This design comes from an exercise in tuning for small area and few clock cycles on the open sky130 flow, not from production work. Function was checked by simulation only, so behaviour that the tests miss may differ from the original.

==> flow/design.v, too long to show whole: its modules and the start of the top module <==
// module axi4s_cordic: 822 lines
module axi4s_cordic #(
    parameter MODE = "ROT",       
    parameter integer DW = 12,
    parameter integer PAR = 1,
    parameter integer TDW = ((DW + 7) / 8) * 8
)(
    input  wire clk, resetn,
    input  wire signed [TDW*3*PAR - 1 : 0]  s_axis_tdata,
    input  wire                             s_axis_tlast,
    input  wire                             s_axis_tvalid,
    output wire                             s_axis_tready,
    output logic signed [TDW*3*PAR - 1 : 0] m_axis_tdata,
    output logic                            m_axis_tlast,
    output logic                            m_axis_tvalid,
    input  wire                             m_axis_tready
);
  // ...
==> flow/run.sh <==
#!/bin/bash
# synth_recipe.tcl (not shown) runs the flow's synth.tcl, then flattens the netlist and writes it again
# the make line also repeats each setting of config.mk as NAME=value (left out here)
make -C /OpenROAD-flow-scripts/flow DESIGN_CONFIG=/design/flow/config.mk WORK_HOME=/design/flow/orfs CLKGATE_MAP_FILE= SYNTH_SCRIPT=/design/flow/synth_recipe.tcl finish
==> flow/config.mk <==
export PLATFORM = sky130hd
export DESIGN_NAME = axi4s_cordic
export DESIGN_NICKNAME = axi4s_cordic
export VERILOG_FILES = /design/flow/design.v
export SDC_FILE = /design/flow/constraint.sdc
export NUM_CORES = 4
export LEC_CHECK = 0
export ABC_AREA = 1
export CAP_MARGIN = 20
export CORE_MARGIN = 2
export CORE_UTILIZATION = 40
export CTS_CLUSTER_DIAMETER = 80
export CTS_CLUSTER_SIZE = 40
export SLEW_MARGIN = 20
==> flow/constraint.sdc <==
create_clock -name core_clock -period 8.0 [get_ports {clk}]
set_input_delay 1.6000 -clock core_clock [delete_from_list [all_inputs] [get_ports {clk}]]
set_output_delay 1.6000 -clock core_clock [all_outputs]
set_load 0.01 [all_outputs]
==> metrics.yaml, run 1 <==
global_routing:
  grt.busiest_layer: "met2"
  grt_pass1_wl_mm: 56.8
  gr-total-overflow: 0
  use_met2_pct: 29.0
floorplanning:
  rows: 80
yosys:
  synth-adder-area-share_pct: 30.7
  synthTopCellsByCount: "332 x inv_1, 268 x fa_1, 246 x xor2_1, 201 x edfxtp_1, 177 x nand2_1"
  synth_compound_area_share_pct: 2.81
  synth_top_area_share_pct: 31.0
finish:
  seq_cell_count: 207
  sh_seq_area_pct: 28.6
  fin_area_sq_mm: 0.0215
drt:
  drt-pass1-iter-count: 4
  drc: 0
  drt-met1-wl_mm: 11.9
timing:
  hold_violations: 0
  whs_ns: 0.428
clocking:
  htree_levels: 1
  post_cts_buffers: 0
placed_design:
  gp_congestion: 0.818
  port_buffers: 67
status:
  status: "no timing/DRC/antenna violations"
critical_path:
  required_ns: 8.24
  startpoint: "d_r2"
  crit_slowest_cell: "fa_1"
  worstPathCellList: "xor2_1 > fa_1 > fa_1 > fa_1 > fa_1 > fa_1 > fa_1 > fa_1 > fa_1 > fa_1 > xor2_1 > fa_1 > fa_1 > fa_1 > fa_1 > xnor2_1 > nor3_2 > nand2_1 > nor2_1 > nand3_1 > xor2_1"
  slowest_delay_ns: 0.50
min_path:
  hold_path_startpoint: "l[0]"
Testbench counts, summed over its fixed seeds: cycles 12,048.
==> run 2, diff against run 1 <==
--- a/flow/config.mk
+++ b/flow/config.mk
@@ -11,4 +11,5 @@
 export CORE_UTILIZATION = 40
-export CTS_CLUSTER_DIAMETER = 80
-export CTS_CLUSTER_SIZE = 40
+export CTS_BUF_LIST = sky130_fd_sc_hd__clkbuf_8
+export CTS_CLUSTER_DIAMETER = 60
+export CTS_CLUSTER_SIZE = 30
 export SLEW_MARGIN = 20
==> run 2 against run 1 <==
Effect of this change:
- final cell count is 0.64% higher
- area after synthesis unchanged
- via count barely moved
- critical endpoint unchanged
==> metrics.yaml, run 2 <==
floorplanning:
  die_h_um: 224  # unchanged
  io_pins: 104  # unchanged
  fp.coreArea_sq_mm: 0.0478  # unchanged
  initial_core_util_pct: 40.6  # unchanged
  fp.dieW_um: 224  # unchanged
  die-area_sq_mm: 0.0504  # unchanged
  rows: 80  # unchanged
placed_design:
  port_buffers: 67  # unchanged
  gp_congestion: 0.818  # unchanged
  hpwl_mm: 28.2  # unchanged
  dp_slack_ns: -0.132  # unchanged
  dpl_cell_area_sq_mm: 0.0209  # unchanged
clocking:
  cts_tree: "yes"  # unchanged
  htree_levels: 1  # unchanged
  root_buffer: "clkbuf_8"  # was clkbuf_16
  cts.sinks: 207  # unchanged
  cts.clk_slew.worst_paths_ns: 0.11  # was 0.09 ns
  cts_buffer_depth: 3  # unchanged
  cts_made_buffers: 22  # was 17
  worstSkewPairLatency_ns: 0.61  # was 0.52 ns
  ctsHoldBuffers: 0  # unchanged
drt:
  routed_wirelength_mm: 33.1  # about the same
  ant_nets: 0  # unchanged
  num_vias: 11580  # was 11,572
  wl_per_cell_um: 13.2  # about the same
  drc: 0  # unchanged
  drt_iter0_markers: 306  # was 308
  viasPerCell: 4.60  # was 4.62
  dr_wl_met3_um: 664  # was 730 um
  drt-met1-wl_mm: 11.9  # about the same
  wl_met2_mm: 19.5  # about the same
  highest_layer: "met4"  # unchanged
  drt-pass1-iter-count: 4  # unchanged
min_path:
  min_path_cells: 0  # unchanged
  hold_path.class: "register to register"  # unchanged
critical_path:
  cp_max_fo: 4  # unchanged
  required_ns: 8.31  # was 8.24 ns
  end_kind: "register"  # unchanged
  path_class: "register to register"  # unchanged
  cp-start-kind: "register"  # unchanged
  arrival_ns: 7.98  # was 7.91 ns
  reg2reg_depth: 21  # unchanged
status:
  status: "no timing/DRC/antenna violations"  # unchanged
global_routing:
  grt_pass1_vias: 12431  # was 12,435
  grt_pass1_wl_mm: 56.6  # was 56.8 mm
  gr-total-overflow: 0  # unchanged
  grt_max_degree: 80  # unchanged
  grt_use_total_pct: 13.8  # about the same
  antenna_found_initial: 0  # unchanged
yosys:
  synth-edff-count: 201  # unchanged
  synth-adder-area-share_pct: 30.7  # unchanged
  synth_warnings: 1  # unchanged
  netlist_top_cells_area: "edfxtp_1 31%, fa_1 28%, xor2_1 11%, inv_1 6.4%, xnor2_1 4.8%"  # unchanged
  netlist_area_sq_mm: 0.0194  # unchanged
  synth_top_area_share_pct: 31.0  # unchanged
  syn_avg_cell_area_sq_um: 10.9  # unchanged
  ys_seq_area_share_pct: 31.7  # unchanged
  synth-seq-cells: 207  # unchanged
  yosys.area_share.simple_pct: 10.7  # unchanged
  yosysTopAreaCell: "edfxtp_1"  # unchanged
  synthFlopType: "edfxtp_1"  # unchanged
  synth_cells: 1783  # unchanged
  synth-xor-area-share_pct: 15.9  # unchanged
  synth_compound_area_share_pct: 2.81  # unchanged
  synthTopCellsByCount: "332 x inv_1, 268 x fa_1, 246 x xor2_1, 201 x edfxtp_1, 177 x nand2_1"  # unchanged
  synth_top_family_by_area: "adder cells"  # unchanged
  synth_cell_types: 51  # unchanged
  synth_mux_area_share_pct: 0.283  # unchanged
  yosys.cell_count.top_type: "inv_1"  # unchanged
  async_flop_share_pct: 0  # unchanged
finish:
  final.fill_count: 4415  # was 4,416
  areaGrowthSynthToFinish_pct: 10.7  # was 10.8%
  drive_above_1_share_pct: 8.09  # was 7.31%
  layout_commonest_cell: "inv_1"  # unchanged
  fin_nets: 2258  # was 2,249
  final_core_util_pct: 45.0  # about the same
  fin_area_sq_mm: 0.0215  # about the same
  layout_common_cells: "333 x inv_1, 267 x fa_1, 246 x xor2_1"  # was 331 x inv_1, 268 x fa_1, 246 x xor2_1
timing:
  clock_skew_ns: 0.0691  # was 0.0346 ns
  slew_headroom_pct: 35.2  # was 34.6%
  tightest_slew_ns: 0.972  # was 0.981 ns
  max_freq_mhz: 130  # about the same
  setup_ws_ns: 0.327  # was 0.331 ns
  grt_setup_unrepaired: "no"  # was yes
  hold_violations: 0  # unchanged
  final-setup-viol-count: 0  # unchanged
  layout_min_cycle_time_ns: 7.67  # about the same
  timing.final.crit_share_pct: 95.9  # about the same
  maxSlewViolCount: 0  # unchanged
run:
  cap_violations: 0  # unchanged
==> run 2: cell types whose count changed in the layout (fill, tap and decap cells not counted), moves of 2 or more <==
cell,before,now
buf_4,32,36
clkbuf_8,0,22
clkbuf_16,17,0
clkbuf_1,2,0
inv_1,331,333
inv_8,2,5
clkinv_8,2,4
==> run 2: worst max-delay path, cell delays in order, from the launching register on <==
cell,delay [ns]
edfxtp_1,0.50
xor2_1,0.22
fa_1,0.44
fa_1,0.40
fa_1,0.40
fa_1,0.42
fa_1,0.43
fa_1,0.40
fa_1,0.39
fa_1,0.39
fa_1,0.41
fa_1,0.52
xor2_1,0.20
fa_1,0.46
fa_1,0.41
fa_1,0.43
xnor2_1,0.18
nor3_2,0.19
nand2_1,0.12
nor2_1,0.17
nand3_1,0.11
xor2_1,0.15
==> run 2: path summary, 6_finish.rpt <==
| kind | start | endpoint | slack [ns] |
|---|---|---|---|
| setup / recovery | d_r2 | y_r3[12] | 0.33 |
| hold reg to reg | l[0] | l[1] | 0.43 |
| setup reg to reg | d_r2 | y_r3[12] | 0.33 |
| hold / removal | l[0] | l[1] | 0.43 |
==> run 2: kinds of logic (layout without fill, tap and decap cells) <==
logic type / Yosys count / count (layout)
adder cells (fa/ha/maj): 317 / 317
AND/OR/NAND/NOR: 429 / 429
AO/OA/AOI/OAI: 89 / 89
XOR/XNOR: 352 / 352
buffers and inverters: 383 / 481
other: 1 / 25
multiplexers: 5 / 5
flip-flops: 207 / 207
==> run 2: layout make-up <==
cell class,count,area [sq um],area share [%]
Multi-Input combinational cell,1216,11800,55.0
Inverter,337,1270,5.91
Clock buffer,22,303,1.41
Clock inverter,18,225,1.05
Antenna cell,1,2.50,0.0116
Tap cell,615,769,3.58
Timing Repair Buffer,104,952,4.43
Sequential cell,207,6160,28.6
==> run 2: repair_timing <==
action / CTS / global route
resized for setup: 0 / 5
setup buffers: 0 / 7
endpoints found under the setup margin: 0 / 3
==> run 2: stage by stage <==
stage          hold slack (ns)  setup TNS, ns  cells
2_1_floorplan            0.400              0   1806
3_3_place_gp             0.403         -0.149   2472
3_5_place_dp             0.407         -0.301   2472
4_1_cts                  0.432              0   2512
5_1_grt                  0.439              0   2519
6_report                 0.429              0   2520
==> run 2: layer usage <==
layer | up-vias | global-route usage [%]
met1 | 5702 | 13.7
met3 | 54 | 1.40
met4 | 0 | 4.64
met2 | 109 | 28.9
met5 | - | 0
li1 | 5715 | -

-- re-timing with driven ports --
The flow's constraints put no driver on any port. The routed layouts listed below were extracted and timed again, unchanged, in two steps. Step 1 sets driving cells, clkbuf_16 on the clock port and buf_2 on the other inputs (assumed; they add their load-dependent delay and slew). Step 2 adds t to the input delays and takes it off the output delays; t is the mean of the earliest and latest rising clock arrival at the registers after step 1. Input paths then give back, and output paths get back, about the clock's delay inside the block. Slacks: ideal ports / drivers / drivers and shift; pairs: ideal ports / drivers.
run | t, ns | setup slack, ns | slew at the worst register clock pin (ns) | cell pins on the clock port's net
run 1 | 0.562 | 0.331 / 0.331 / -0.104 | 0.10 / 0.10 | 1
run 2 | 0.633 | 0.327 / 0.298 / -0.095 | 0.12 / 0.12 | 1
Met with ideal ports but missed after step 2: setup timing in run 1 and run 2. For run 1, which loses most, drivers alone change the setup slack by 0.000 ns; drivers and shift together by -0.435 ns.
